Background: an optimization exercise with open tools, aiming at small area and a short achievable clock period. Do not read the settings as production practice. RTL that was checked went through simulation tests only; none was proved equivalent to the original. No functional check of the RTL was part of run 1. Power figures rest on the tool's default switching activity, not on a simulated workload.

==> flow/design.v, too long to show whole: its modules and the start of the top module <==
// module alu_top: 24 lines
// module ALU: 802 lines
// module alu_fin: 23 lines
// module alu_zd: 70 lines
// module alu_add: 139 lines
// module z_nand2: 5 lines
// module z_nor2: 5 lines
// module ha: 6 lines
// module fa: 6 lines
module alu_top(CLK, OP1, OP2, OPRN, OUT, ZERO);
  // ...
==> flow/flow/run.sh <==
#!/bin/bash
set -euo pipefail
bash standard.sh "BUFFER_PORTS_ARGS=-buffer_cell sky130_fd_sc_hd__buf_1" SETUP_SLACK_MARGIN=22 finish > standard_flow.log 2>&1
==> flow/standard.sh <==
#!/bin/bash
# synth_recipe.tcl (not shown) runs the flow's synth.tcl, then flattens the netlist and writes it again
# the make line also repeats each setting of config.mk as NAME=value (left out here)
make -C /OpenROAD-flow-scripts/flow DESIGN_CONFIG=/design/flow/config.mk WORK_HOME=/design/flow/orfs CLKGATE_MAP_FILE= SYNTH_SCRIPT=/design/flow/synth_recipe.tcl "${@:-finish}"
==> flow/config.mk <==
export PLATFORM = sky130hd
export DESIGN_NAME = alu_top
export DESIGN_NICKNAME = alu_top
export VERILOG_FILES = /design/flow/design.v
export SDC_FILE = /design/flow/constraint.sdc
export NUM_CORES = 4
export LEC_CHECK = 0
export CAP_MARGIN = 20
export CORE_MARGIN = 2
export CORE_UTILIZATION = 40
export SLEW_MARGIN = 20
export SYNTH_HIERARCHICAL = 1
export SYNTH_MINIMUM_KEEP_SIZE = 0
==> flow/constraint.sdc <==
create_clock -name core_clock -period 29.5 [get_ports {CLK}]
set_input_delay 5.9000 -clock core_clock [delete_from_list [all_inputs] [get_ports {CLK}]]
set_output_delay 5.9000 -clock core_clock [all_outputs]
set_load 0.01 [all_outputs]
==> impl_metrics.csv, run 1 <==
group,metric,value,unit
critical_path,critPathArrivalTime,7470,ps
timing,slew_headroom,24.47,%
finish,multi_input_area_share,76.30,%
critical_path,crit_end,"out_q[30]",
finish,areaGrowthSynthToFinish,9.161,%
finish,largest_class,"multi-input combinational cells",
finish,most-common-layout-cells,"291 x xnor2_1, 230 x o22ai_1, 222 x fa_1",
run_status,status,"finished clean",
drt,drc,0,
cts,cts_tree,"yes",
critical_path,worstReg2RegStart,"op2_q[2]",
pwr,leakage,0.007718,uW
timing,finClkSkew,16.05,ps
pwr,clk-power,114,uW
timing,setup_violations,0,
critical_path,crit_buf_inv,3,
placement,place_ws,20570,ps
job,drv_cap,0,
timing,rsz0062_at_grt,"true",
critical_path,rrSetupSlack,22260,ps
grt,track_usage,27.05,%
pwr,top_power_group,"combinational cells",
finish,regArea,2034,um^2
drt,first_pass_iters,8,
finish,clock_buffers,12,
critical_path,cp_cell_sequence,"inv_1 -> ha_2 -> nor2b_2 -> a22o_1 -> buf_4 -> a222oi_1 -> xnor2_1 -> fa_1 -> fa_1 -> fa_1 -> fa_1 -> fa_1 -> ha_1 -> fa_1 -> inv_1 -> ha_1 -> a31oi_4 -> nand2b_1 -> nor2_1 -> a311o_1 -> nor2_1 -> xnor2_1 -> a221o_1",
critical_path,critPathCaptureType,"flop",
finish,antenna_cells,0,
pwr,power.total,1420,uW
die,die-area,44350,um^2
finish,nets,2199,
grt,overflow,0,
die,fp.dieH,210.6,um
grt,grt_pass1_vias,14630,
drt,dr_wl_met3,7106,um
placement,portBuffers,101,
pwr,p_per_area,76.20,nW/um^2
critical_path,required,29730,ps
timing,setup_slack,22260,ps
==> module alu_fin, before the edit <==
module alu_fin(OUT, ZERO, ms, mcn, fci, sel_s, sel_r, lg, zfix, zuse);
	output [31:0] OUT;
	output ZERO;
	input [31:0] ms, lg;
	input [19:0] mcn;
	wire [31:0] mc = {mcn[19], 1'b0, mcn[18], 1'b0, mcn[17], 1'b0, mcn[16], 1'b0, mcn[15], mcn[14], mcn[13], 1'b0, mcn[12], 1'b0, mcn[11], mcn[10], 1'b0, mcn[9], 1'b0, mcn[8], mcn[7], mcn[6], 1'b0, mcn[5], mcn[4], 1'b0, mcn[3], 1'b0, mcn[2], 1'b0, mcn[1], mcn[0]};
	input fci, sel_s, sel_r, zfix, zuse;
	wire [31:0] fx = ms;
	wire [31:0] fy = mc;
	wire [31:0] pg_p = fx ^ fy;
	wire [31:0] pg_g = fx & fy;
	wire [31:0] sum;
	alu_add u_add(sum, pg_p, {pg_g[31], pg_g[29], pg_g[27], pg_g[25], pg_g[23], pg_g[22], pg_g[21], pg_g[19], pg_g[17], pg_g[16], pg_g[14], pg_g[12], pg_g[11], pg_g[10], pg_g[8], pg_g[7], pg_g[5], pg_g[3], pg_g[1], pg_g[0]}, fci);
	wire [31:0] srev;
	genvar gi;
	generate for (gi = 0; gi < 32; gi = gi + 1) begin : rev_s
		assign srev[gi] = sum[31-gi];
	end endgenerate
	assign OUT = ({32{sel_s}} & sum) | ({32{sel_r}} & srev) | lg;
	wire zs;
	alu_zd u_zd(zs, pg_p, pg_p | pg_g, fci);
	assign ZERO = zfix | (zuse & zs);
endmodule
==> inputs of run 2 (changes only) <==
--- a/flow/design.v
+++ b/flow/design.v
@@ -56,17 +56,18 @@
 	generate for (gi = 0; gi < 16; gi = gi + 1) begin : enc
 		wire y0 = yb[2*gi], y1 = yb[2*gi+1], y2 = yb[2*gi+2];
 		wire hit = (OP2[4:1] == gi);
 		assign one[gi] = (m_sh & hit & ~OP2[0]) | (m_mul & (y0 ^ y1)) | (m_ari & (gi == 0));
 		assign two[gi] = (m_sh & hit & OP2[0]) | (m_mul & ((y2 & ~y1 & ~y0) | (~y2 & y1 & y0)));
 		assign neg[gi] = m_mul & y2;
 	end endgenerate
 	wire sub = op[1];   
-	wire [31:0] by = {32{m_ari}} & (OP2 ^ {32{sub}});
+	wire [31:0] by = {{30{m_ari}} & OP2[31:2], {2{m_ari}} & (OP2[1:0] ^ {2{sub}})};
+	wire neg1s = neg[1] | (m_ari & sub);
 	wire fci = m_ari & sub;
 	wire pp0_0 = ((x[0] & one[0]) | (1'b0 & two[0])) ^ neg[0];
 	wire pp0_1 = ((x[1] & one[0]) | (x[0] & two[0])) ^ neg[0];
 	wire pp0_2 = ((x[2] & one[0]) | (x[1] & two[0])) ^ neg[0];
 	wire pp0_3 = ((x[3] & one[0]) | (x[2] & two[0])) ^ neg[0];
 	wire pp0_4 = ((x[4] & one[0]) | (x[3] & two[0])) ^ neg[0];
 	wire pp0_5 = ((x[5] & one[0]) | (x[4] & two[0])) ^ neg[0];
 	wire pp0_6 = ((x[6] & one[0]) | (x[5] & two[0])) ^ neg[0];
@@ -91,46 +92,46 @@
 	wire pp0_25 = ((x[25] & one[0]) | (x[24] & two[0])) ^ neg[0];
 	wire pp0_26 = ((x[26] & one[0]) | (x[25] & two[0])) ^ neg[0];
 	wire pp0_27 = ((x[27] & one[0]) | (x[26] & two[0])) ^ neg[0];
 	wire pp0_28 = ((x[28] & one[0]) | (x[27] & two[0])) ^ neg[0];
 	wire pp0_29 = ((x[29] & one[0]) | (x[28] & two[0])) ^ neg[0];
 	wire pp0_30 = ((x[30] & one[0]) | (x[29] & two[0])) ^ neg[0];
 	wire pp0_31 = ((x[31] & one[0]) | (x[30] & two[0])) ^ neg[0];
 	wire neg0b = neg[0] | by[0];
-	wire pp1_0 = ((x[0] & one[1]) | (1'b0 & two[1]) | by[2]) ^ neg[1];
-	wire pp1_1 = ((x[1] & one[1]) | (x[0] & two[1]) | by[3]) ^ neg[1];
-	wire pp1_2 = ((x[2] & one[1]) | (x[1] & two[1]) | by[4]) ^ neg[1];
-	wire pp1_3 = ((x[3] & one[1]) | (x[2] & two[1]) | by[5]) ^ neg[1];
-	wire pp1_4 = ((x[4] & one[1]) | (x[3] & two[1]) | by[6]) ^ neg[1];
-	wire pp1_5 = ((x[5] & one[1]) | (x[4] & two[1]) | by[7]) ^ neg[1];
-	wire pp1_6 = ((x[6] & one[1]) | (x[5] & two[1]) | by[8]) ^ neg[1];
-	wire pp1_7 = ((x[7] & one[1]) | (x[6] & two[1]) | by[9]) ^ neg[1];
-	wire pp1_8 = ((x[8] & one[1]) | (x[7] & two[1]) | by[10]) ^ neg[1];
-	wire pp1_9 = ((x[9] & one[1]) | (x[8] & two[1]) | by[11]) ^ neg[1];
-	wire pp1_10 = ((x[10] & one[1]) | (x[9] & two[1]) | by[12]) ^ neg[1];
-	wire pp1_11 = ((x[11] & one[1]) | (x[10] & two[1]) | by[13]) ^ neg[1];
-	wire pp1_12 = ((x[12] & one[1]) | (x[11] & two[1]) | by[14]) ^ neg[1];
-	wire pp1_13 = ((x[13] & one[1]) | (x[12] & two[1]) | by[15]) ^ neg[1];
-	wire pp1_14 = ((x[14] & one[1]) | (x[13] & two[1]) | by[16]) ^ neg[1];
-	wire pp1_15 = ((x[15] & one[1]) | (x[14] & two[1]) | by[17]) ^ neg[1];
-	wire pp1_16 = ((x[16] & one[1]) | (x[15] & two[1]) | by[18]) ^ neg[1];
-	wire pp1_17 = ((x[17] & one[1]) | (x[16] & two[1]) | by[19]) ^ neg[1];
-	wire pp1_18 = ((x[18] & one[1]) | (x[17] & two[1]) | by[20]) ^ neg[1];
-	wire pp1_19 = ((x[19] & one[1]) | (x[18] & two[1]) | by[21]) ^ neg[1];
-	wire pp1_20 = ((x[20] & one[1]) | (x[19] & two[1]) | by[22]) ^ neg[1];
-	wire pp1_21 = ((x[21] & one[1]) | (x[20] & two[1]) | by[23]) ^ neg[1];
-	wire pp1_22 = ((x[22] & one[1]) | (x[21] & two[1]) | by[24]) ^ neg[1];
-	wire pp1_23 = ((x[23] & one[1]) | (x[22] & two[1]) | by[25]) ^ neg[1];
-	wire pp1_24 = ((x[24] & one[1]) | (x[23] & two[1]) | by[26]) ^ neg[1];
-	wire pp1_25 = ((x[25] & one[1]) | (x[24] & two[1]) | by[27]) ^ neg[1];
-	wire pp1_26 = ((x[26] & one[1]) | (x[25] & two[1]) | by[28]) ^ neg[1];
-	wire pp1_27 = ((x[27] & one[1]) | (x[26] & two[1]) | by[29]) ^ neg[1];
-	wire pp1_28 = ((x[28] & one[1]) | (x[27] & two[1]) | by[30]) ^ neg[1];
-	wire pp1_29 = ((x[29] & one[1]) | (x[28] & two[1]) | by[31]) ^ neg[1];
+	wire pp1_0 = ((x[0] & one[1]) | (1'b0 & two[1]) | by[2]) ^ neg1s;
+	wire pp1_1 = ((x[1] & one[1]) | (x[0] & two[1]) | by[3]) ^ neg1s;
+	wire pp1_2 = ((x[2] & one[1]) | (x[1] & two[1]) | by[4]) ^ neg1s;
+	wire pp1_3 = ((x[3] & one[1]) | (x[2] & two[1]) | by[5]) ^ neg1s;
+	wire pp1_4 = ((x[4] & one[1]) | (x[3] & two[1]) | by[6]) ^ neg1s;
+	wire pp1_5 = ((x[5] & one[1]) | (x[4] & two[1]) | by[7]) ^ neg1s;
+	wire pp1_6 = ((x[6] & one[1]) | (x[5] & two[1]) | by[8]) ^ neg1s;
+	wire pp1_7 = ((x[7] & one[1]) | (x[6] & two[1]) | by[9]) ^ neg1s;
+	wire pp1_8 = ((x[8] & one[1]) | (x[7] & two[1]) | by[10]) ^ neg1s;
+	wire pp1_9 = ((x[9] & one[1]) | (x[8] & two[1]) | by[11]) ^ neg1s;
+	wire pp1_10 = ((x[10] & one[1]) | (x[9] & two[1]) | by[12]) ^ neg1s;
+	wire pp1_11 = ((x[11] & one[1]) | (x[10] & two[1]) | by[13]) ^ neg1s;
+	wire pp1_12 = ((x[12] & one[1]) | (x[11] & two[1]) | by[14]) ^ neg1s;
+	wire pp1_13 = ((x[13] & one[1]) | (x[12] & two[1]) | by[15]) ^ neg1s;
+	wire pp1_14 = ((x[14] & one[1]) | (x[13] & two[1]) | by[16]) ^ neg1s;
+	wire pp1_15 = ((x[15] & one[1]) | (x[14] & two[1]) | by[17]) ^ neg1s;
+	wire pp1_16 = ((x[16] & one[1]) | (x[15] & two[1]) | by[18]) ^ neg1s;
+	wire pp1_17 = ((x[17] & one[1]) | (x[16] & two[1]) | by[19]) ^ neg1s;
+	wire pp1_18 = ((x[18] & one[1]) | (x[17] & two[1]) | by[20]) ^ neg1s;
+	wire pp1_19 = ((x[19] & one[1]) | (x[18] & two[1]) | by[21]) ^ neg1s;
+	wire pp1_20 = ((x[20] & one[1]) | (x[19] & two[1]) | by[22]) ^ neg1s;
+	wire pp1_21 = ((x[21] & one[1]) | (x[20] & two[1]) | by[23]) ^ neg1s;
+	wire pp1_22 = ((x[22] & one[1]) | (x[21] & two[1]) | by[24]) ^ neg1s;
+	wire pp1_23 = ((x[23] & one[1]) | (x[22] & two[1]) | by[25]) ^ neg1s;
+	wire pp1_24 = ((x[24] & one[1]) | (x[23] & two[1]) | by[26]) ^ neg1s;
+	wire pp1_25 = ((x[25] & one[1]) | (x[24] & two[1]) | by[27]) ^ neg1s;
+	wire pp1_26 = ((x[26] & one[1]) | (x[25] & two[1]) | by[28]) ^ neg1s;
+	wire pp1_27 = ((x[27] & one[1]) | (x[26] & two[1]) | by[29]) ^ neg1s;
+	wire pp1_28 = ((x[28] & one[1]) | (x[27] & two[1]) | by[30]) ^ neg1s;
+	wire pp1_29 = ((x[29] & one[1]) | (x[28] & two[1]) | by[31]) ^ neg1s;
 	wire pp2_0 = ((x[0] & one[2]) | (1'b0 & two[2])) ^ neg[2];
 	wire pp2_1 = ((x[1] & one[2]) | (x[0] & two[2])) ^ neg[2];
 	wire pp2_2 = ((x[2] & one[2]) | (x[1] & two[2])) ^ neg[2];
 	wire pp2_3 = ((x[3] & one[2]) | (x[2] & two[2])) ^ neg[2];
 	wire pp2_4 = ((x[4] & one[2]) | (x[3] & two[2])) ^ neg[2];
 	wire pp2_5 = ((x[5] & one[2]) | (x[4] & two[2])) ^ neg[2];
 	wire pp2_6 = ((x[6] & one[2]) | (x[5] & two[2])) ^ neg[2];
 	wire pp2_7 = ((x[7] & one[2]) | (x[6] & two[2])) ^ neg[2];
@@ -833,104 +834,16 @@
 	input [31:0] ms, lg;
 	input [19:0] mcn;
 	wire [31:0] mc = {mcn[19], 1'b0, mcn[18], 1'b0, mcn[17], 1'b0, mcn[16], 1'b0, mcn[15], mcn[14], mcn[13], 1'b0, mcn[12], 1'b0, mcn[11], mcn[10], 1'b0, mcn[9], 1'b0, mcn[8], mcn[7], mcn[6], 1'b0, mcn[5], mcn[4], 1'b0, mcn[3], 1'b0, mcn[2], 1'b0, mcn[1], mcn[0]};
 	input fci, sel_s, sel_r, zfix, zuse;
 	wire [31:0] fx = ms;
 	wire [31:0] fy = mc;
 	wire [31:0] pg_p = fx ^ fy;
 	wire [31:0] pg_g = fx & fy;
-	wire [31:0] sum;
-	alu_add u_add(sum, pg_p, {pg_g[31], pg_g[29], pg_g[27], pg_g[25], pg_g[23], pg_g[22], pg_g[21], pg_g[19], pg_g[17], pg_g[16], pg_g[14], pg_g[12], pg_g[11], pg_g[10], pg_g[8], pg_g[7], pg_g[5], pg_g[3], pg_g[1], pg_g[0]}, fci);
-	wire [31:0] srev;
-	genvar gi;
-	generate for (gi = 0; gi < 32; gi = gi + 1) begin : rev_s
-		assign srev[gi] = sum[31-gi];
-	end endgenerate
-	assign OUT = ({32{sel_s}} & sum) | ({32{sel_r}} & srev) | lg;
-	wire zs;
-	alu_zd u_zd(zs, pg_p, pg_p | pg_g, fci);
-	assign ZERO = zfix | (zuse & zs);
-endmodule
-module alu_zd(zs, p, t, fci);
-	output zs;
-	input [31:0] p, t;
-	input fci;
-	wire [31:0] zq = {t[30:0], 1'b0} | {32{fci}};
-	wire [31:0] e = ~(p ^ zq);   
-	wire z0_0;
-	z_nand2 u_z0_0(z0_0, e[0], e[1]);
-	wire z0_1;
-	z_nand2 u_z0_1(z0_1, e[2], e[3]);
-	wire z0_2;
-	z_nand2 u_z0_2(z0_2, e[4], e[5]);
-	wire z0_3;
-	z_nand2 u_z0_3(z0_3, e[6], e[7]);
-	wire z0_4;
-	z_nand2 u_z0_4(z0_4, e[8], e[9]);
-	wire z0_5;
-	z_nand2 u_z0_5(z0_5, e[10], e[11]);
-	wire z0_6;
-	z_nand2 u_z0_6(z0_6, e[12], e[13]);
-	wire z0_7;
-	z_nand2 u_z0_7(z0_7, e[14], e[15]);
-	wire z0_8;
-	z_nand2 u_z0_8(z0_8, e[16], e[17]);
-	wire z0_9;
-	z_nand2 u_z0_9(z0_9, e[18], e[19]);
-	wire z0_10;
-	z_nand2 u_z0_10(z0_10, e[20], e[21]);
-	wire z0_11;
-	z_nand2 u_z0_11(z0_11, e[22], e[23]);
-	wire z0_12;
-	z_nand2 u_z0_12(z0_12, e[24], e[25]);
-	wire z0_13;
-	z_nand2 u_z0_13(z0_13, e[26], e[27]);
-	wire z0_14;
-	z_nand2 u_z0_14(z0_14, e[28], e[29]);
-	wire z0_15;
-	z_nand2 u_z0_15(z0_15, e[30], e[31]);
-	wire z1_0;
-	z_nor2 u_z1_0(z1_0, z0_0, z0_1);
-	wire z1_1;
-	z_nor2 u_z1_1(z1_1, z0_2, z0_3);
-	wire z1_2;
-	z_nor2 u_z1_2(z1_2, z0_4, z0_5);
-	wire z1_3;
-	z_nor2 u_z1_3(z1_3, z0_6, z0_7);
-	wire z1_4;
-	z_nor2 u_z1_4(z1_4, z0_8, z0_9);
-	wire z1_5;
-	z_nor2 u_z1_5(z1_5, z0_10, z0_11);
-	wire z1_6;
-	z_nor2 u_z1_6(z1_6, z0_12, z0_13);
-	wire z1_7;
-	z_nor2 u_z1_7(z1_7, z0_14, z0_15);
-	wire z2_0;
-	z_nand2 u_z2_0(z2_0, z1_0, z1_1);
-	wire z2_1;
-	z_nand2 u_z2_1(z2_1, z1_2, z1_3);
-	wire z2_2;
-	z_nand2 u_z2_2(z2_2, z1_4, z1_5);
-	wire z2_3;
-	z_nand2 u_z2_3(z2_3, z1_6, z1_7);
-	wire z3_0;
-	z_nor2 u_z3_0(z3_0, z2_0, z2_1);
-	wire z3_1;
-	z_nor2 u_z3_1(z3_1, z2_2, z2_3);
-	wire z4_0;
-	z_nand2 u_z4_0(z4_0, z3_0, z3_1);
-	assign zs = ~z4_0;
-endmodule
-module alu_add(sum, pg_p, gn, fci);
-	output [31:0] sum;
-	input [31:0] pg_p;
-	input [19:0] gn;
-	input fci;
-	wire [31:0] pg_g = {gn[19], 1'b0, gn[18], 1'b0, gn[17], 1'b0, gn[16], 1'b0, gn[15], gn[14], gn[13], 1'b0, gn[12], 1'b0, gn[11], gn[10], 1'b0, gn[9], 1'b0, gn[8], gn[7], gn[6], 1'b0, gn[5], gn[4], 1'b0, gn[3], 1'b0, gn[2], 1'b0, gn[1], gn[0]};
 	wire G0_0 = pg_g[0] | (pg_p[0] & fci);
 	wire G1_0 = pg_g[1] | (pg_p[1] & G0_0);
 	wire G3_2 = pg_g[3] | (pg_p[3] & pg_g[2]);
 	wire P3_2 = pg_p[3] & pg_p[2];
 	wire G5_4 = pg_g[5] | (pg_p[5] & pg_g[4]);
 	wire P5_4 = pg_p[5] & pg_p[4];
 	wire G7_6 = pg_g[7] | (pg_p[7] & pg_g[6]);
 	wire P7_6 = pg_p[7] & pg_p[6];
@@ -1052,17 +965,96 @@
 	wire G25_0 = G25_16 | (P25_16 & G15_0);
 	wire G26_0 = G26_16 | (P26_16 & G15_0);
 	wire G27_0 = G27_16 | (P27_16 & G15_0);
 	wire G28_0 = G28_16 | (P28_16 & G15_0);
 	wire G29_0 = G29_16 | (P29_16 & G15_0);
 	wire G30_0 = G30_16 | (P30_16 & G15_0);
 	wire G31_0 = G31_16 | (P31_16 & G15_0);
 	wire [31:0] cy = {G30_0, G29_0, G28_0, G27_0, G26_0, G25_0, G24_0, G23_0, G22_0, G21_0, G20_0, G19_0, G18_0, G17_0, G16_0, G15_0, G14_0, G13_0, G12_0, G11_0, G10_0, G9_0, G8_0, G7_0, G6_0, G5_0, G4_0, G3_0, G2_0, G1_0, G0_0, fci};
-	assign sum = pg_p ^ cy;
+	wire [31:0] sum = pg_p ^ cy;
+	wire [31:0] srev;
+	genvar gi;
+	generate for (gi = 0; gi < 32; gi = gi + 1) begin : rev_s
+		assign srev[gi] = sum[31-gi];
+	end endgenerate
+	assign OUT = ({32{sel_s}} & sum) | ({32{sel_r}} & srev) | lg;
+	wire zs;
+	alu_zd u_zd(zs, pg_p, pg_p | pg_g, fci);
+	assign ZERO = zfix | (zuse & zs);
+endmodule
+module alu_zd(zs, p, t, fci);
+	output zs;
+	input [31:0] p, t;
+	input fci;
+	wire [31:0] zq = {t[30:0], 1'b0} | {32{fci}};
+	wire [31:0] e = ~(p ^ zq);   
+	wire z0_0;
+	z_nand2 u_z0_0(z0_0, e[0], e[1]);
+	wire z0_1;
+	z_nand2 u_z0_1(z0_1, e[2], e[3]);
+	wire z0_2;
+	z_nand2 u_z0_2(z0_2, e[4], e[5]);
+	wire z0_3;
+	z_nand2 u_z0_3(z0_3, e[6], e[7]);
+	wire z0_4;
+	z_nand2 u_z0_4(z0_4, e[8], e[9]);
+	wire z0_5;
+	z_nand2 u_z0_5(z0_5, e[10], e[11]);
+	wire z0_6;
+	z_nand2 u_z0_6(z0_6, e[12], e[13]);
+	wire z0_7;
+	z_nand2 u_z0_7(z0_7, e[14], e[15]);
+	wire z0_8;
+	z_nand2 u_z0_8(z0_8, e[16], e[17]);
+	wire z0_9;
+	z_nand2 u_z0_9(z0_9, e[18], e[19]);
+	wire z0_10;
+	z_nand2 u_z0_10(z0_10, e[20], e[21]);
+	wire z0_11;
+	z_nand2 u_z0_11(z0_11, e[22], e[23]);
+	wire z0_12;
+	z_nand2 u_z0_12(z0_12, e[24], e[25]);
+	wire z0_13;
+	z_nand2 u_z0_13(z0_13, e[26], e[27]);
+	wire z0_14;
+	z_nand2 u_z0_14(z0_14, e[28], e[29]);
+	wire z0_15;
+	z_nand2 u_z0_15(z0_15, e[30], e[31]);
+	wire z1_0;
+	z_nor2 u_z1_0(z1_0, z0_0, z0_1);
+	wire z1_1;
+	z_nor2 u_z1_1(z1_1, z0_2, z0_3);
+	wire z1_2;
+	z_nor2 u_z1_2(z1_2, z0_4, z0_5);
+	wire z1_3;
+	z_nor2 u_z1_3(z1_3, z0_6, z0_7);
+	wire z1_4;
+	z_nor2 u_z1_4(z1_4, z0_8, z0_9);
+	wire z1_5;
+	z_nor2 u_z1_5(z1_5, z0_10, z0_11);
+	wire z1_6;
+	z_nor2 u_z1_6(z1_6, z0_12, z0_13);
+	wire z1_7;
+	z_nor2 u_z1_7(z1_7, z0_14, z0_15);
+	wire z2_0;
+	z_nand2 u_z2_0(z2_0, z1_0, z1_1);
+	wire z2_1;
+	z_nand2 u_z2_1(z2_1, z1_2, z1_3);
+	wire z2_2;
+	z_nand2 u_z2_2(z2_2, z1_4, z1_5);
+	wire z2_3;
+	z_nand2 u_z2_3(z2_3, z1_6, z1_7);
+	wire z3_0;
+	z_nor2 u_z3_0(z3_0, z2_0, z2_1);
+	wire z3_1;
+	z_nor2 u_z3_1(z3_1, z2_2, z2_3);
+	wire z4_0;
+	z_nand2 u_z4_0(z4_0, z3_0, z3_1);
+	assign zs = ~z4_0;
 endmodule
 module z_nand2(y, a, b);
 	output y;
 	input a, b;
 	assign y = ~(a & b);
 endmodule
 module z_nor2(y, a, b);
 	output y;
==> flow/flow/run.sh (replaced) <==
#!/bin/bash
set -euo pipefail
bash standard.sh "BUFFER_PORTS_ARGS=-buffer_cell sky130_fd_sc_hd__buf_1" SETUP_SLACK_MARGIN=22.5 finish > standard_flow.log 2>&1
==> impl_metrics.csv, run 2 <==
group,metric,value,unit
cts,clock_sinks,101,
run_status,status,"finished clean",
critical_path,cpMostUsedCell,"fa_1",
cts,htreeDepth,3,
critical_path,critPathArrivalTime,7140,ps
pwr,leakage,0.007688,uW
finish,reg.largest.list,"op1_q (32), op2_q (32), out_q (32)",
timing,slew_violations,0,
die,fp.dieH,208.5,um
die,io_pins,104,
drt,routed_wirelength,61750,um
timing,slew_headroom,31.22,%
timing,final.period_utilization,23.43,%
timing,period_needed,6911,ps
pwr,clockPowerShare,7.9,%
grt,grt_pass1_vias,14920,
grt,grt_max_degree,36,
timing,setup_violations,0,
cts,cts_root_buf,"clkbuf_16",
placement,dp_hpwl,43030,um
critical_path,critical_path.slowest_cell,"fa_1",
finish,fin_cells,2361,
critical_path,critPathCaptureType,"flop",
grt,grt_pass1_wl,91630,um
synthesis,post_synth_inst_count,1762,
drt,via_per_inst,6.311,
cts,cts_buffers,9,
pwr,p_switching,786.8,uW
pwr,p_per_area,81.49,nW/um^2
drt,ant_nets,0,
finish,antenna_cells,0,
die,coreArea,41020,um^2
critical_path,worstReg2RegStart,"oprn_q[1]",
hold_path,hp-start,"op2_q[4]",
pwr,pwr-share-seq,12.2,%
finish,most-common-layout-cells,"289 x xnor2_1, 225 x o22ai_1, 217 x fa_1",
timing,fin_setup_tns,0,ps
synthesis,syn_area,16730,um^2
finish,drive_gt1_share,13.29,%
timing,tightest_slew,1029,ps
pwr,ir_drop,0.07514,mV
pwr,p_comb_share,79.9,%
cts,cts_buffer_depth,2,
grt,antenna_found_initial,0,
hold_path,holdCritPathClass,"reg -> reg",
pwr,internal-power,747.2,uW
critical_path,worstSetupPathType,"reg -> reg",
job,drv_cap,0,
drt,first_pass_iters,13,
die,initial_core_util,40.80,%
grt,overflow,0,
drt,drtIter0Drc,2229,
drt,wl_per_cell,26.15,um
finish,areaGrowthSynthToFinish,12.49,%
critical_path,path_max_fanout,17,
pwr,power.total,1534,uW
drt,drc,0,
critical_path,crit_start,"oprn_q[1]",
critical_path,required,29730,ps
synthesis,yosysWarnings,7,
critical_path,slowest_delay,530,ps
grt,track_usage,27.68,%
pwr,switching_share,51.29,%
synthesis,avgSynthCellArea,9.497,um^2
drt,vias,14900,
cts,cts_tree,"yes",
timing,max_freq,0.1447,GHz
finish,mostFrequentLayoutCell,"xnor2_1",
critical_path,critPathLaunchType,"flop",
placement,dp_cells,2300,
grt,grt_use_met2,42.83,%
die,die-area,43490,um^2
placement,finalWeightedCongestion,0.9966,
finish,nets,2199,
die,fp-row-count,74,
grt,met3_usage,8.649,%
finish,fin_util,45.89,%
grt,top_usage_layer,"met2",
timing,final_hold_viol_count,0,
cts,clkTransAtPathRegs,80,ps
grt,use_met1,36.40,%
die,die_w,208.5,um
critical_path,cp_cell_sequence,"and4bb_4 -> buf_12 -> nand2_2 -> buf_12 -> mux2_4 -> buf_12 -> o22ai_1 -> xnor2_1 -> fa_2 -> fa_1 -> fa_2 -> fa_1 -> fa_1 -> fa_1 -> fa_2 -> inv_1 -> ha_1 -> and3_4 -> a22o_1 -> a21oi_2 -> xnor2_2 -> a221o_1",
cts,clk_latency,360,ps
timing,rsz0062_at_grt,"false",
placement,portBuffers,101,
timing,finClkSkew,14.61,ps
run 2: power by group through the flow:
| stage | registers, uW | logic [uW] | clock network [uW] |
|---|---|---|---|
| after floorplan | 192 | 749 | 0 |
| after global placement | 189 | 1080 | 0 |
| after detailed placement | 190 | 1100 | 0 |
| after CTS | 187 | 1150 | 122 |
| after global routing | 189 | 1330 | 129 |
| final | 188 | 1230 | 121 |
run 2: cell type report:
cell class                 count  area (um^2)
fill                        3862        22190
multi-input combinational   1402        14100
sequential                   101         2044
timing repair buffer         199         1295
tap                          532        665.6
inverter                     111        416.7
clock buffer                  12        246.5
clock inverter                 4        55.05
run 2: path summary, 6_finish.rpt:
check,end,slack [ps],cells past startpoint
setup / recovery,out_q[0],22590,22
hold / removal,out_q[4],900,4
setup reg to reg,out_q[0],22590,22
hold reg to reg,out_q[4],900,4
run 2: worst max-delay path: cells and delay by family (launching register included):
| kind | cells | cell delay, ps |
|---|---|---|
| muxes | 1 | 350 |
| xor gates and xnor gates | 2 | 350 |
| DFF | 1 | 480 |
| buffers and inverters | 4 | 590 |
| and+or+nand+nor | 3 | 660 |
| adders and majority gates | 8 | 3380 |
| AOI/OAI and AO/OA | 4 | 920 |
run 2: repair_timing:
action	in CTS	in global routing
buffers inserted	14	21
gates cloned	7	3
setup endpoints to repair	33	21
pin swaps	5	16
hold buffers	0	0
endpoints found under the hold margin	0	0
gates resized for setup	52	41
run 2: per-stage QoR:
step,instance area [um^2],hold slack [ps],setup WS [ps]
floorplan,16730,650.5,22770
global placement,17620,845.6,20990
detailed placement,17630,865.6,20940
CTS,18420,869.4,22510
global route,18820,941.3,22470
finish,18820,898.6,22590
run 2: routing by layer:
layer	up-vias	part of all wire (%)	wire, um
li1	6310	-	-
met1	7387	39	24270
met2	1009	44	27110
met3	193	12	7521
met4	2	4.5	2801
met5	-	0.079	49
==> inputs of run 3 (changes only) <==
--- a/flow/config.mk
+++ b/flow/config.mk
@@ -10,2 +10,3 @@
 export CORE_UTILIZATION = 40
+export CTS_BUF_LIST = sky130_fd_sc_hd__clkbuf_8
 export SLEW_MARGIN = 20
==> impl_metrics.csv, run 3 <==
group,metric,value,unit
die,initial_core_util,40.80,%
hold_path,hp-start,"op2_q[4]",
synthesis,syn_area,16730,um^2
placement,dp_hpwl,43030,um
job,drv_cap,0,
synthesis,yosysWarnings,7,
cts,hold_buffers,0,
hold_path,holdCritPathClass,"reg -> reg",
placement,dp_cells,2300,
pwr,ir_drop,0.06187,mV
finish,mostFrequentLayoutCell,"xnor2_1",
finish,fin_cells,2357,
cts,cts_root_buf,"clkbuf_8",
grt,track_usage,27.77,%
pwr,switching_share,52.51,%
finish,antenna_cells,0,
timing,slew_headroom,30.44,%
timing,slew_violations,0,
die,coreArea,41020,um^2
cts,htreeDepth,3,
drt,first_pass_iters,7,
drt,vias,14930,
pwr,p_comb_share,81.3,%
critical_path,worstSetupPathType,"reg -> reg",
placement,portBuffers,101,
die,fp.dieH,208.5,um
die,die_w,208.5,um
die,fp-row-count,74,
drt,ant_nets,0,
pwr,leakage,0.007623,uW
drt,drtIter0Drc,2319,
finish,reg.largest.list,"op1_q (32), op2_q (32), out_q (32)",
cts,cts_buffer_depth,2,
pwr,p_per_area,79.60,nW/um^2
critical_path,crit_start,"oprn_q[1]",
timing,period_needed,6906,ps
critical_path,critPathArrivalTime,7180,ps
drt,wl_per_cell,26.19,um
finish,areaGrowthSynthToFinish,11.78,%
critical_path,reg2regPathDepth,24,
timing,final_hold_viol_count,0,
pwr,p_switching,781.8,uW
grt,grt_max_degree,36,
pwr,clockPowerShare,6.1,%
timing,final.period_utilization,23.41,%
drt,via_per_inst,6.333,
cts,cts_tree,"yes",
grt,grt_pass1_wl,91830,um
cts,clock_sinks,101,
grt,grt_pass1_vias,14960,
timing,finClkSkew,23.44,ps
drt,drc,0,
die,die-area,43490,um^2
pwr,pwr-share-seq,12.6,%
critical_path,required,29770,ps
hold_path,whs_path_depth,4,
timing,rsz0062_at_grt,"true",
finish,fillers,3873,
drt,routed_wirelength,61740,um
finish,nets,2195,
finish,drive_gt1_share,13.15,%
placement,finalWeightedCongestion,0.9966,
pwr,internal-power,707.1,uW
critical_path,worstReg2RegStart,"oprn_q[1]",
timing,setup_violations,0,
synthesis,avgSynthCellArea,9.497,um^2
timing,max_freq,0.1448,GHz
finish,most-common-layout-cells,"289 x xnor2_1, 226 x o22ai_1, 217 x fa_1",
die,io_pins,104,
cts,cts_buffers,9,
critical_path,critPathLaunchType,"flop",
timing,fin_setup_tns,0,ps
critical_path,path_max_fanout,12,
cts,clk_latency,400,ps
cts,clkTransAtPathRegs,110,ps
critical_path,critPathCaptureType,"flop",
run_status,status,"finished clean",
timing,tightest_slew,1041,ps
grt,antenna_found_initial,0,
grt,overflow,0,
synthesis,post_synth_inst_count,1762,
## run 3: path summary, 6_finish.rpt
path / endpoint / slack, ps
min: out_q[4] / 900
min reg2reg: out_q[4] / 900
max reg2reg: out_q[0] / 22590
max: out_q[0] / 22590
## run 3: what timing repair did
item | CTS | global route
gates cloned | 7 | 4
pin swaps | 5 | 12
setup buffers | 13 | 17
resized for setup | 53 | 48
endpoints found under the hold margin | 0 | 0
setup endpoints to repair | 33 | 19
## run 3: final cells by class
type	instances	area [um^2]	share of cell area (%)
clock inverter	6	62.56	0.3344
inverter	111	416.7	2.227
multi-input combinational	1403	14130	75.55
timing repair buffer	194	1247	6.669
tap	532	665.6	3.559
clock buffer	10	137.6	0.7358
sequential	101	2043	10.92
## run 3: worst max-delay path, cell delays in order (launching register included)
cell and delay (ps):
dfxtp_2 490, and4bb_4 340, buf_12 160, nand2_2 140
buf_12 170, buf_4 190, mux2_2 330, o22ai_1 170
xnor2_1 110, fa_1 450, fa_1 480, fa_1 430
fa_1 430, fa_1 510, ha_4 180, fa_2 370
inv_1 90, ha_2 320, a21o_1 190, a31oi_2 240
a21oi_4 60, a22o_1 200, a21oi_2 180, xnor2_2 160
a221o_1 360
## run 3: power by group through the flow
stage | combinational (uW) | sequential [uW] | clock [uW]
2_1_floorplan | 749 | 192 | 0
3_3_place_gp | 1080 | 189 | 0
3_5_place_dp | 1100 | 190 | 0
4_1_cts | 1150 | 187 | 91.7
5_1_grt | 1310 | 190 | 97.9
6_report | 1210 | 188 | 91.2
## run 3: stage by stage
stage / hold WS, ps / setup WS (ps) / area, um^2 / power, uW / util [%]
after floorplan: 650.5 / 22770 / 16730 / 940.4 / -
after global placement: 845.6 / 20990 / 17620 / 1271 / 42.97
after detailed placement: 865.6 / 20940 / 17630 / 1288 / 42.99
after CTS: 878.1 / 22500 / 18290 / 1425 / 44.59
after global routing: 940.1 / 22450 / 18710 / 1601 / 45.60
final: 904.1 / 22590 / 18710 / 1489 / 45.60
## run 3: routing by layer
layer | track usage (%) | vias to the layer above | part of all wire, %
met1 | 36.51 | 7354 | 39
met5 | 0.8899 | - | 0.079
li1 | - | 6304 | -
met2 | 42.64 | 1055 | 44
met3 | 8.574 | 213 | 13
met4 | 10.79 | 2 | 4.5
==> inputs of run 4 (changes only) <==
--- a/flow/config.mk
+++ b/flow/config.mk
@@ -11,2 +11,3 @@
 export CTS_BUF_LIST = sky130_fd_sc_hd__clkbuf_8
+export PLACE_DENSITY = 0.75
 export SLEW_MARGIN = 20
==> impl_metrics.csv, run 4 <==
group,metric,value,unit
run_status,status,"finished clean",
die,die-area,43490,um^2
pwr,leakage,0.007637,uW
finish,nets,2187,
finish,mostFrequentLayoutCell,"xnor2_1",
drt,wl_per_cell,25.55,um
critical_path,path_max_fanout,31,
pwr,clockPowerShare,6.2,%
synthesis,yosysWarnings,7,
finish,fillers,3803,
cts,cts_buffers,9,
timing,finClkSkew,21.12,ps
cts,htreeDepth,3,
grt,grt_pass1_vias,15290,
pwr,p_per_area,80.30,nW/um^2
cts,clkTransAtPathRegs,110,ps
critical_path,critical_path.slowest_cell,"fa_1",
grt,use_met1,34.83,%
die,fp.dieH,208.5,um
grt,top_usage_layer,"met2",
cts,cts_tree,"yes",
timing,slew_headroom,23.17,%
die,coreArea,41020,um^2
drt,vias,15130,
drt,via_per_inst,6.441,
die,initial_core_util,40.80,%
hold_path,holdCritPathClass,"reg -> reg",
timing,hold_slack,877.9,ps
drt,routed_wirelength,60030,um
timing,period_needed,6885,ps
pwr,internal-power,718.5,uW
pwr,switching_share,52.41,%
critical_path,critical-path-top-delay-family,"adder cells",
finish,multi_input_area,14200,um^2
finish,drive_gt1_share,13.43,%
drt,drc,0,
critical_path,critPathArrivalTime,7210,ps
grt,grt_max_degree,36,
timing,setup_violations,0,
grt,met3_usage,8.498,%
synthesis,avgSynthCellArea,9.497,um^2
critical_path,crit_buf_inv,6,
cts,cts_buffer_depth,2,
grt,grt_use_met2,41.70,%
timing,fin_setup_tns,0,ps
timing,tightest_slew,1150,ps
critical_path,cpMostUsedCell,"fa_1",
drt,drtIter0Drc,2490,
critical_path,critPathCaptureType,"flop",
placement,dp_hpwl,42120,um
critical_path,slowest_delay,520,ps
placement,finalWeightedCongestion,0.9881,
die,fp-row-count,74,
finish,reg.largest.list,"op1_q (32), op2_q (32), out_q (32)",
timing,rsz0062_at_grt,"true",
job,drv_cap,0,
finish,most-common-layout-cells,"287 x xnor2_1, 223 x o22ai_1, 215 x fa_1",
finish,antenna_cells,0,
critical_path,critPathLaunchType,"flop",
timing,final_hold_viol_count,0,
finish,regArea,2038,um^2
grt,antenna_found_initial,1,
finish,areaGrowthSynthToFinish,12.36,%
synthesis,post_synth_inst_count,1762,
timing,max_freq,0.1453,GHz
grt,overflow,0,
synthesis,syn_area,16730,um^2
die,die_w,208.5,um
grt,track_usage,27.00,%
pwr,ir_drop,0.07421,mV
timing,final.period_utilization,23.34,%
placement,portBuffers,101,
drt,ant_nets,0,
grt,grt_pass1_wl,90180,um
die,io_pins,104,
pwr,p_switching,791.3,uW
pwr,p_comb_share,81.4,%
critical_path,required,29820,ps
drt,first_pass_iters,9,
cts,clk_latency,390,ps
critical_path,worstSetupPathType,"reg -> reg",
cts,clock_sinks,101,
pwr,pwr-share-seq,12.4,%
cts,cts_root_buf,"clkbuf_8",
timing,slew_violations,0,
## run 4: power groups by stage
stage | clock network (uW) | registers (uW) | logic, uW
global placement | 0 | 188 | 1060
finish | 93.2 | 187 | 1230
floorplan | 0 | 192 | 749
CTS | 93.9 | 186 | 1150
detailed placement | 0 | 189 | 1090
global route | 99.5 | 188 | 1320
## run 4: cell type report
class                   instances  share of cell area, %
clock buffers                   9                 0.6588
clock inverters                 7                 0.4858
inverters                     111                  2.216
multi-input cells            1403                  75.55
flip-flops and latches        101                  10.84
well taps                     532                  3.540
repair buffers                186                  6.708
## run 4: routing by layer
layer	wire, um	share of wire [%]
met2	26590	44
met3	8378	14
met1	22020	37
met4	3038	5.1
met5	0	0
## run 4: final timing paths
kind / startpoint / cells past startpoint / slack (ps) / end
worst min-delay path: oprn_q[1] / 3 / 880 / zero_q
worst max-delay path: oprn_q[0] / 27 / 22620 / zero_q
worst min register to register: oprn_q[1] / 3 / 880 / zero_q
worst max register to register: oprn_q[0] / 27 / 22620 / zero_q
## run 4: through the flow
| step | cells | cell area, um^2 | worst slack (ps) | power [uW] | util [%] |
|---|---|---|---|---|---|
| 6_report | 2349 | 18800 | 22620 | 1510 | 45.84 |
| 3_5_place_dp | 2298 | 17610 | 20890 | 1276 | 42.93 |
| 3_3_place_gp | 2298 | 17610 | 21090 | 1246 | 42.93 |
| 4_1_cts | 2334 | 18410 | 22500 | 1434 | 44.88 |
| 2_1_floorplan | 1762 | 16730 | 22770 | 940.4 | - |
| 5_1_grt | 2349 | 18800 | 22450 | 1613 | 45.84 |
## run 4: repair_timing
action                     in CTS  in global routing
buffers inserted               12                 11
gates resized for setup        65                 57
pin swaps                       5                  9
setup endpoints to repair      33                 19
gates cloned                    8                  4
hold buffers                    0                  0
## run 4: tightest hold or removal path: stages (launching register included)
cell and delay, ps:
dfxtp_4 450, or3b_2 160, o31ai_2 60, a21o_1 150
==> inputs of run 5 (changes only) <==
--- a/flow/config.mk
+++ b/flow/config.mk
@@ -7,3 +7,3 @@
 export LEC_CHECK = 0
-export CAP_MARGIN = 20
+export CAP_MARGIN = 0
 export CORE_MARGIN = 2
@@ -11,4 +11,3 @@
 export CTS_BUF_LIST = sky130_fd_sc_hd__clkbuf_8
-export PLACE_DENSITY = 0.75
-export SLEW_MARGIN = 20
+export SLEW_MARGIN = 0
 export SYNTH_HIERARCHICAL = 1
==> impl_metrics.csv, run 5 <==
group,metric,value,unit
finish,areaGrowthSynthToFinish,11.07,%
finish,nets,2185,
critical_path,reg2regPathDepth,23,
timing,tightest_slew,1050,ps
critical_path,required,29770,ps
cts,clkTransAtPathRegs,100,ps
die,initial_core_util,40.80,%
critical_path,crit_cells,23,
placement,portBuffers,101,
critical_path,reg2reg_to,"out_q[0]",
cts,htreeDepth,3,
finish,fillers,3912,
finish,antenna_cells,0,
critical_path,crit_buf_inv,5,
cts,clock_sinks,101,
die,die-area,43490,um^2
timing,rsz0062_at_grt,"true",
critical_path,rrSetupSlack,22580,ps
grt,antenna_found_initial,0,
finish,fin_util,45.31,%
finish,fin_cells,2347,
timing,final_hold_viol_count,0,
timing,setup_violations,0,
die,fp-row-count,74,
grt,grt_pass1_vias,14830,
grt,grt_pass1_wl,91630,um
critical_path,cpMostUsedCell,"fa_1",
pwr,ir_drop,0.06249,mV
timing,finClkSkew,22.86,ps
critical_path,crit_start,"oprn_q[0]",
grt,met3_usage,8.408,%
grt,use_met1,37.06,%
synthesis,post_synth_inst_count,1762,
placement,dp_cells,2299,
finish,most-common-layout-cells,"289 x xnor2_1, 227 x o22ai_1, 217 x fa_1",
drt,routed_wirelength,61680,um
synthesis,syn_area,16730,um^2
critical_path,critPathLaunchType,"flop",
critical_path,critical-path-top-delay-family,"adder cells",
critical_path,critical_path.slowest_cell,"fa_1",
job,drv_cap,0,
hold_path,holdCritPathClass,"reg -> reg",
synthesis,avgSynthCellArea,9.497,um^2
timing,max_freq,0.1446,GHz
grt,overflow,0,
synthesis,yosysWarnings,7,
critical_path,slowest_delay,520,ps
pwr,power.total,1486,uW
finish,reg.largest.list,"op1_q (32), op2_q (32), out_q (32)",
die,fp.dieH,208.5,um
finish,drive_gt1_share,12.51,%
cts,cts_buffer_depth,2,
grt,top_usage_layer,"met2",
grt,grt_max_degree,36,
pwr,p_per_area,79.95,nW/um^2
drt,via_per_inst,6.373,
timing,period_needed,6916,ps
drt,drc,0,
timing,slew_violations,0,
cts,cts_root_buf,"clkbuf_8",
finish,regArea,2044,um^2
timing,fin_setup_tns,0,ps
critical_path,path_max_fanout,18,
timing,final.period_utilization,23.44,%
pwr,leakage,0.007587,uW
drt,first_pass_iters,13,
run_status,status,"finished clean",
drt,wl_per_cell,26.28,um
drt,ant_nets,0,
cts,cts_tree,"yes",
placement,finalWeightedCongestion,0.9966,
timing,slew_headroom,28.61,%
critical_path,worstReg2RegStart,"oprn_q[0]",
die,io_pins,104,
drt,vias,14960,
critical_path,critPathCaptureType,"flop",
die,coreArea,41020,um^2
finish,multi_input_area,14070,um^2
finish,mostFrequentLayoutCell,"xnor2_1",
cts,cts_buffers,9,
drt,drtIter0Drc,2376,
grt,grt_use_met2,42.67,%
critical_path,worstSetupPathType,"reg -> reg",
die,die_w,208.5,um
critical_path,crit_end,"out_q[0]",
placement,dp_hpwl,42950,um
critical_path,cp_cell_sequence,"buf_12 -> and4bb_4 -> buf_12 -> nand2_4 -> buf_12 -> mux2_4 -> buf_4 -> o22ai_1 -> xnor2_1 -> fa_2 -> fa_1 -> fa_2 -> fa_1 -> fa_1 -> fa_1 -> fa_2 -> inv_1 -> ha_2 -> and3_1 -> a22o_1 -> a21oi_2 -> xnor2_2 -> a221o_1",
cts,clk_latency,400,ps
grt,track_usage,27.79,%
timing,hold_slack,922.0,ps
critical_path,critPathArrivalTime,7190,ps
## run 5: worst min-delay path by stage
stage,slack (ps),startpoint,cells past startpoint,endpoint
6_report,920,op2_q[4],4,out_q[4]
5_1_grt,950,op1_q[17],3,out_q[17]
4_1_cts,880,op2_q[4],4,out_q[4]
3_5_place_dp,870,op2_q[6],4,out_q[6]
3_3_place_gp,850,op2_q[6],4,out_q[6]
2_1_floorplan,650,op1_q[6],4,out_q[6]
## run 5: tightest hold or removal path, cell delays in order (launching register included)
cell and delay, ps:
dfxtp_4 380, nor2_1 110, a22o_1 250, a21oi_1 60, o21ai_0 70
## run 5: where the power goes
part / switching (uW) / internal (uW)
Clock: 49.9 / 41.4
Combinational: 705 / 502
Sequential: 20.5 / 167
## run 5: per-layer routing
metal / wire length [um] / vias up
li1: - / 6295
met1: 23900 / 7386
met2: 27060 / 1046
met3: 7879 / 231
met4: 2843 / 0
met5: 0 / -
## run 5: layout make-up
cell class                 count  area share, %
clock inverter                 6         0.3366
clock buffer                  10         0.7405
tap                          532          3.582
multi-input combinational   1403          75.71
sequential                   101          11.00
timing repair buffer         184          6.389
inverter                     111          2.242
## run 5: per-stage QoR
stage                     setup slack [ps]  area [um^2]
after floorplan                      22770        16730
after global placement               20990        17620
after detailed placement             20920        17620
after CTS                            22500        18270
after global routing                 22460        18590
final                                22580        18590
## run 5: what timing repair did
item	CTS	global route
pin swaps	6	14
buffers inserted	11	10
endpoints found under the setup margin	33	20
hold buffers	0	0
gates cloned	7	4
resized for setup	55	44
hold endpoints to repair	0	0
==> inputs of run 6 (changes only) <==
==> flow/flow/run.sh (replaced) <==
#!/bin/bash
set -euo pipefail
bash standard.sh "BUFFER_PORTS_ARGS=-buffer_cell sky130_fd_sc_hd__buf_1" SETUP_SLACK_MARGIN=22.7 finish > standard_flow.log 2>&1
--- a/flow/config.mk
+++ b/flow/config.mk
@@ -7,3 +7,3 @@
 export LEC_CHECK = 0
-export CAP_MARGIN = 0
+export CAP_MARGIN = 20
 export CORE_MARGIN = 2
@@ -11,3 +11,3 @@
 export CTS_BUF_LIST = sky130_fd_sc_hd__clkbuf_8
-export SLEW_MARGIN = 0
+export SLEW_MARGIN = 20
 export SYNTH_HIERARCHICAL = 1
==> impl_metrics.csv, run 6 <==
group,metric,value,unit
cts,cts_buffers,9,
timing,finClkSkew,24.09,ps
timing,rsz0062_at_grt,"true",
placement,place_ws,20940,ps
critical_path,path_max_fanout,1,
die,die_w,208.5,um
grt,grt_pass1_vias,15070,
cts,htreeDepth,3,
cts,cts_tree,"yes",
timing,slew_headroom,37.85,%
drt,routed_wirelength,63010,um
pwr,switching_share,51.33,%
critical_path,critPathArrivalTime,890,ps
drt,via_per_inst,6.354,
cts,clock_sinks,101,
finish,final_area,19190,um^2
timing,tightest_slew,924.3,ps
finish,most-common-layout-cells,"286 x xnor2_1, 222 x o22ai_1, 205 x fa_1",
pwr,p_comb_share,82.5,%
pwr,leakage,0.007829,uW
drt,drc,0,
finish,mostFrequentLayoutCell,"xnor2_1",
pwr,ir_drop,0.07975,mV
cts,cts_buffer_depth,2,
grt,grt_pass1_wl,92850,um
pwr,power.total,1592,uW
timing,setup_violations,0,
finish,areaGrowthSynthToFinish,14.69,%
cts,hold_buffers,0,
finish,nets,2212,
drt,wl_per_cell,26.54,um
hold_path,holdCritPathClass,"reg -> reg",
critical_path,cp_cell_sequence,"clkbuf_2",
timing,fin_setup_tns,0,ps
drt,drtIter0Drc,2188,
placement,placed_area,17630,um^2
timing,hold_slack,893.6,ps
pwr,clockPowerShare,5.7,%
pwr,p_per_area,82.96,nW/um^2
grt,track_usage,28.12,%
critical_path,slowest_delay,350,ps
critical_path,crit_buf_inv,1,
critical_path,critical_path.slowest_cell,"dfxtp_1",
die,io_pins,104,
critical_path,critical-path-top-delay-family,"flip-flops",
timing,slew_violations,0,
cts,clk_latency,400,ps
run_status,status,"finished clean",
job,drv_cap,0,
synthesis,syn_area,16730,um^2
die,fp.dieH,208.5,um
drt,ant_nets,0,
timing,period_needed,6788,ps
timing,final_hold_viol_count,0,
timing,max_freq,0.1473,GHz
finish,antenna_cells,0,
finish,fillers,3844,
pwr,internal-power,774.9,uW
timing,final.period_utilization,23.01,%
synthesis,post_synth_inst_count,1762,
synthesis,yosysWarnings,7,
cts,clkTransAtPathRegs,120,ps
drt,first_pass_iters,10,
cts,cts_root_buf,"clkbuf_8",
placement,portBuffers,101,
die,die-area,43490,um^2
die,coreArea,41020,um^2
die,initial_core_util,40.80,%
critical_path,worstSetupPathType,"reg -> out",
finish,drive_gt1_share,16.72,%
grt,antenna_found_initial,0,
critical_path,critPathLaunchType,"flop",
placement,dp_hpwl,43030,um
finish,reg.largest.list,"op1_q (32), op2_q (32), out_q (32)",
critical_path,critPathCaptureType,"primary output",
pwr,pwr-share-seq,11.8,%
grt,overflow,0,
critical_path,required,23600,ps
die,fp-row-count,74,
pwr,p_switching,817.2,uW
synthesis,avgSynthCellArea,9.497,um^2
timing,setup_slack,22710,ps
grt,grt_max_degree,35,
drt,vias,15080,
placement,finalWeightedCongestion,0.9966,
-- run 6: path summary, 6_finish.rpt --
path | depth (start not counted) | end | slack (ps) | start
worst max-delay path | 1 | OUT[19] | 22710 | out_q[19]
worst max register to register | 24 | out_q[0] | 22760 | oprn_q[0]
worst min register to register | 3 | zero_q | 890 | oprn_q[1]
worst min-delay path | 3 | zero_q | 890 | oprn_q[1]
-- run 6: stage by stage --
| step | utilization [%] | instances |
|---|---|---|
| finish | 46.79 | 2374 |
| global placement | 42.97 | 2299 |
| global route | 46.79 | 2374 |
| detailed placement | 42.99 | 2300 |
| CTS | 45.19 | 2346 |
| floorplan | - | 1762 |
-- run 6: power groups by stage --
| stage | logic, uW | clock network [uW] | registers [uW] |
|---|---|---|---|
| 2_1_floorplan | 749 | 0 | 192 |
| 5_1_grt | 1420 | 98.0 | 190 |
| 4_1_cts | 1180 | 91.7 | 187 |
| 6_report | 1310 | 91.4 | 188 |
| 3_5_place_dp | 1100 | 0 | 190 |
| 3_3_place_gp | 1080 | 0 | 189 |
-- run 6: repair_timing --
| action | CTS | global route |
|---|---|---|
| endpoints found under the setup margin | 35 | 40 |
| hold endpoints to repair | 0 | 0 |
| buffers inserted | 20 | 24 |
| cloned | 10 | 4 |
| gates resized for setup | 83 | 102 |
| pin swaps | 15 | 42 |
-- run 6: layout make-up --
cell class	instances	area, um^2	share of cell area [%]
clock buffer	10	137.6	0.7171
sequential	101	2053	10.70
timing repair buffer	210	1515	7.895
tap	532	665.6	3.468
multi-input combinational	1404	14340	74.72
inverter	111	416.7	2.171
clock inverter	6	62.56	0.3260
-- run 6: metal layers --
metal | share of wire (%) | up-vias | routed length [um] | GRT usage (%)
li1 | - | 6339 | - | -
met1 | 38 | 7435 | 24010 | 36.68
met2 | 44 | 1058 | 27540 | 43.73
met3 | 13 | 250 | 8287 | 8.830
met4 | 5.0 | 2 | 3119 | 10.20
met5 | 0.078 | - | 49 | 0.8899
==> inputs of run 7 (changes only) <==
==> flow/flow/run.sh (replaced) <==
#!/bin/bash
set -euo pipefail
bash standard.sh "BUFFER_PORTS_ARGS=-buffer_cell sky130_fd_sc_hd__buf_1" SETUP_SLACK_MARGIN=22.5 REMOVE_ABC_BUFFERS=1 finish > standard_flow.log 2>&1
==> impl_metrics.csv, run 7 <==
group,metric,value,unit
run_status,status,"finished clean",
drt,routed_wirelength,61910,um
drt,wl_per_cell,26.16,um
finish,areaGrowthSynthToFinish,13.17,%
critical_path,path_max_fanout,12,
synthesis,post_synth_inst_count,1762,
grt,grt_max_degree,47,
critical_path,required,29870,ps
timing,period_needed,6866,ps
critical_path,critPathLaunchType,"flop",
cts,hold_buffers,0,
pwr,leakage,0.007712,uW
drt,first_pass_iters,9,
die,die_w,208.5,um
grt,antenna_found_initial,0,
job,drv_cap,0,
cts,cts_buffers,9,
placement,place_ws,20920,ps
die,io_pins,104,
pwr,power.total,1490,uW
critical_path,critPathCaptureType,"flop",
timing,setup_slack,22630,ps
drt,ant_nets,0,
grt,grt_pass1_wl,92340,um
critical_path,worstSetupPathType,"reg -> reg",
cts,clock_sinks,101,
die,fp.dieH,208.5,um
placement,portBuffers,101,
cts,htreeDepth,3,
synthesis,yosysWarnings,7,
die,coreArea,41020,um^2
grt,grt_pass1_vias,15310,
synthesis,syn_area,16730,um^2
hold_path,holdCritPathClass,"reg -> reg",
drt,drtIter0Drc,1931,
timing,max_freq,0.1456,GHz
finish,most-common-layout-cells,"287 x xnor2_1, 228 x o22ai_1, 216 x fa_1",
pwr,p_per_area,78.69,nW/um^2
timing,slew_headroom,47.68,%
finish,fillers,3887,
cts,clkTransAtPathRegs,100,ps
placement,dp_hpwl,44000,um
finish,drive_gt1_share,14.55,%
cts,clk_latency,460,ps
grt,track_usage,28.21,%
drt,drc,0,
finish,fin_util,46.17,%
finish,mostFrequentLayoutCell,"xnor2_1",
cts,cts_tree,"yes",
timing,final.period_utilization,23.28,%
critical_path,critPathArrivalTime,7240,ps
drt,vias,14950,
finish,nets,2205,
timing,rsz0062_at_grt,"false",
die,die-area,43490,um^2
timing,fin_setup_tns,0,ps
grt,overflow,0,
finish,final_area,18940,um^2
finish,antenna_cells,0,
timing,slew_violations,0,
timing,setup_violations,0,
placement,finalWeightedCongestion,0.9344,
die,fp-row-count,74,
timing,finClkSkew,30.29,ps
die,initial_core_util,40.80,%
cts,cts_root_buf,"clkbuf_8",
timing,tightest_slew,782.9,ps
placement,placed_area,17660,um^2
synthesis,avgSynthCellArea,9.497,um^2
finish,reg.largest.list,"op1_q (32), op2_q (32), out_q (32)",
pwr,ir_drop,0.05411,mV
drt,via_per_inst,6.314,
timing,final_hold_viol_count,0,
cts,cts_buffer_depth,2,
## run 7: path summary, 6_finish.rpt
check / start / to / slack [ps] / cells past startpoint
hold reg to reg: op1_q[1] / out_q[1] / 840 / 3
hold / removal: op1_q[1] / out_q[1] / 840 / 3
setup / recovery: op2_q[1] / zero_q / 22630 / 24
setup reg to reg: op2_q[1] / zero_q / 22630 / 24
## run 7: area by class of cell
cell class	count	area (um^2)	share of cell area, %
clock inverter	5	88.84	0.4691
sequential	101	2042	10.78
multi-input combinational	1402	14220	75.09
tap	532	665.6	3.515
clock buffer	11	151.4	0.7995
timing repair buffer	205	1353	7.142
inverter	111	416.7	2.200
## run 7: per-layer routing
metal	part of all wire, %	global-route usage [%]	up-vias
li1	-	-	6311
met4	5.4	14.24	0
met5	0	0	-
met1	38	36.97	7400
met3	11	5.992	210
met2	45	44.09	1025
## run 7: power by group
part | switching [uW] | internal (uW) | total, uW
Sequential | 19.4 | 167 | 187
Combinational | 685 | 509 | 1190
Clock | 56.9 | 53.5 | 110
## run 7: critical path: stages, from the launching register on
cell and delay [ps]:
dfxtp_4 430, ha_1 500, nor2b_2 420, a22oi_1 150, buf_4 230, o22ai_1 200
xnor2_1 110, fa_1 460, fa_1 510, fa_1 420, fa_1 430, fa_1 490
fa_1 410, ha_1 240, fa_2 340, inv_1 50, ha_1 320, xor2_1 240
nand2_1 80, nor2_1 190, nand2_1 100, nor2_2 140, nand2_1 60, inv_1 80
a21o_1 170
## run 7: metrics by stage
stage	hold slack, ps	instances
floorplan	650.5	1609
global placement	779.4	2303
detailed placement	778.2	2303
CTS	808.7	2342
global route	859.8	2367
finish	837.7	2367
## run 7: what timing repair did
item	4_1_cts	5_1_grt
setup endpoints to repair	33	17
setup buffers	17	23
pin swaps	9	21
gates cloned	6	2
resized for setup	69	55
==> inputs of run 8 (changes only) <==
==> flow/flow/run.sh (replaced) <==
#!/bin/bash
set -euo pipefail
bash standard.sh "BUFFER_PORTS_ARGS=-buffer_cell sky130_fd_sc_hd__buf_1" SETUP_SLACK_MARGIN=22.6 finish > standard_flow.log 2>&1
--- a/flow/config.mk
+++ b/flow/config.mk
@@ -7,3 +7,4 @@
 export LEC_CHECK = 0
-export CAP_MARGIN = 20
+export ABC_AREA = 1
+export CAP_MARGIN = 0
 export CORE_MARGIN = 2
@@ -11,3 +12,3 @@
 export CTS_BUF_LIST = sky130_fd_sc_hd__clkbuf_8
-export SLEW_MARGIN = 20
+export SLEW_MARGIN = 0
 export SYNTH_HIERARCHICAL = 1
==> impl_metrics.csv, run 8 <==
group,metric,value,unit
die,coreArea,45280,um^2
run_status,status,"finished clean",
critical_path,worstSetupPathType,"reg -> out",
finish,most-common-layout-cells,"621 x nand2_1, 280 x inv_1, 261 x xor2_1",
timing,final.period_utilization,22.91,%
grt,track_usage,29.84,%
grt,grt_max_degree,66,
placement,place_ws,21770,ps
critical_path,critical-path-top-delay-family,"flip-flops",
timing,final_hold_viol_count,0,
finish,nets,3042,
finish,regArea,2047,um^2
placement,portBuffers,101,
placement,dp_cells,3161,
finish,fillers,4611,
timing,setup_violations,0,
drt,drtIter0Drc,2426,
critical_path,path_max_fanout,1,
critical_path,critPathLaunchType,"flop",
grt,grt_pass1_wl,106100,um
die,initial_core_util,40.49,%
finish,drive_gt1_share,11.60,%
drt,drc,0,
synthesis,syn_area,18340,um^2
die,fp.dieH,218.1,um
cts,cts_root_buf,"clkbuf_8",
drt,via_per_inst,5.538,
timing,finClkSkew,21.35,ps
placement,dp_hpwl,52800,um
grt,grt_pass1_vias,17480,
cts,cts_tree,"yes",
finish,mostFrequentLayoutCell,"nand2_1",
cts,clock_sinks,101,
die,fp-row-count,78,
cts,clk_latency,390,ps
drt,first_pass_iters,8,
die,io_pins,104,
drt,vias,18120,
synthesis,avgSynthCellArea,7.210,um^2
die,die_w,218.1,um
pwr,leakage,0.01084,uW
drt,ant_nets,0,
critical_path,slowest_delay,330,ps
critical_path,critical_path.slowest_cell,"dfxtp_1",
timing,tightest_slew,851.8,ps
critical_path,crit_buf_inv,1,
grt,antenna_found_initial,0,
critical_path,worstReg2RegStart,"op2_q[2]",
timing,rsz0062_at_grt,"false",
hold_path,holdCritPathClass,"reg -> reg",
finish,reg.largest.list,"op1_q (32), op2_q (32), out_q (32)",
grt,overflow,0,
finish,antenna_cells,0,
cts,htreeDepth,3,
finish,multi_input_area,14830,um^2
die,die-area,47570,um^2
critical_path,crit_end,"OUT[21]",
placement,finalWeightedCongestion,0.9609,
critical_path,critPathArrivalTime,860,ps
finish,fin_cells,3272,
critical_path,cp_cell_sequence,"buf_1",
cts,cts_buffers,9,
timing,period_needed,6757,ps
cts,cts_buffer_depth,2,
timing,fin_setup_tns,0,ps
pwr,ir_drop,0.05657,mV
critical_path,rrSetupSlack,22860,ps
timing,setup_slack,22740,ps
timing,slew_headroom,43.08,%
timing,hold_slack,829.3,ps
synthesis,post_synth_inst_count,2543,
timing,slew_violations,0,
timing,max_freq,0.1480,GHz
critical_path,crit_cells,1,
critical_path,crit_start,"out_q[21]",
job,drv_cap,0,
critical_path,required,23600,ps
critical_path,critPathCaptureType,"primary output",
synthesis,yosysWarnings,7,
critical_path,reg2reg_to,"out_q[31]",
hold_path,whs_path_depth,5,
cts,clkTransAtPathRegs,100,ps
drt,wl_per_cell,21.83,um
pwr,p_per_area,74.37,nW/um^2
finish,areaGrowthSynthToFinish,13.40,%
drt,routed_wirelength,71440,um
critical_path,reg2regPathDepth,24,
run 8: worst min path at each step:
stage	startpoint	end	slack (ps)
after global routing	op1_q[17]	out_q[17]	900
final	op1_q[14]	out_q[14]	830
after global placement	op1_q[29]	out_q[29]	810
after floorplan	op1_q[29]	out_q[29]	590
after CTS	op1_q[14]	out_q[14]	840
after detailed placement	op1_q[14]	out_q[14]	820
run 8: layout make-up:
type | count | area share (%)
Tap cell | 600 | 3.611
Timing Repair Buffer | 236 | 7.932
Clock inverter | 7 | 0.3611
Sequential cell | 101 | 9.845
Timing Repair inverter | 4 | 0.1324
Inverter | 322 | 6.192
Clock buffer | 9 | 0.5958
Multi-Input combinational cell | 1993 | 71.33
run 8: repair_timing:
item / 4_1_cts / 5_1_grt
resized for setup: 51 / 111
cloned: 6 / 3
setup buffers: 49 / 37
setup endpoints to repair: 33 / 28
pin swaps: 7 / 15
hold buffers: 0 / 0
run 8: power by group:
group	switching, uW	internal, uW
registers	14.1	167
clock network	52.6	33.7
logic	818	461
total	884	662
run 8: per-stage QoR:
| stage | instance area, um^2 | power [uW] | util [%] |
|---|---|---|---|
| after floorplan | 18340 | 1001 | - |
| after global placement | 19220 | 1359 | 42.44 |
| after detailed placement | 19220 | 1383 | 42.44 |
| after CTS | 20060 | 1495 | 44.31 |
| after global routing | 20790 | 1712 | 45.91 |
| final | 20790 | 1546 | 45.91 |
run 8: per-layer routing:
| metal | global-route usage, % | share of wire [%] | vias up |
|---|---|---|---|
| li1 | - | - | 8203 |
| met1 | 38.41 | 39 | 8586 |
| met5 | 0 | 0 | - |
| met3 | 7.321 | 11 | 234 |
| met4 | 15.85 | 6.1 | 0 |
| met2 | 46.21 | 44 | 1096 |

[afterwards: timing with drivers on the ports]
How much do the figures lean on ideal ports? The routed layouts below were timed once more, with nothing changed but the port constraints.
Step 1, drivers: a clkbuf_16 drives CLK and a buf_2 each remaining input, both assumed.
Step 2 adds t to the input delays and takes it off the output delays; t is the mean of the earliest and latest rising clock arrival at the registers after step 1. Input paths then give back, and output paths get back, about the clock's delay inside the block.
Three values: ideal, step 1, step 2; two values: the first two.
| run | t (ns) | setup WS [ns] | clock arrival spread, ns | slew at the worst register clock pin (ns) |
|---|---|---|---|---|
| run 1 | 0.377 | 22.260 / 22.260 / 22.260 | 0.017 / 0.016 | 0.08 / 0.08 |
| run 2 | 0.387 | 22.589 / 22.589 / 22.589 | 0.015 / 0.015 | 0.08 / 0.08 |
| run 3 | 0.422 | 22.594 / 22.594 / 22.594 | 0.024 / 0.024 | 0.11 / 0.11 |
| run 4 | 0.409 | 22.615 / 22.615 / 22.615 | 0.022 / 0.021 | 0.12 / 0.12 |
| run 5 | 0.415 | 22.585 / 22.585 / 22.585 | 0.023 / 0.023 | 0.11 / 0.11 |
| run 6 | 0.421 | 22.712 / 22.681 / 22.765 | 0.024 / 0.024 | 0.12 / 0.12 |
| run 7 | 0.488 | 22.633 / 22.619 / 22.633 | 0.030 / 0.031 | 0.12 / 0.12 |
| run 8 | 0.430 | 22.743 / 22.697 / 22.857 | 0.021 / 0.022 | 0.11 / 0.11 |
After both steps setup and hold are still met in every run listed.
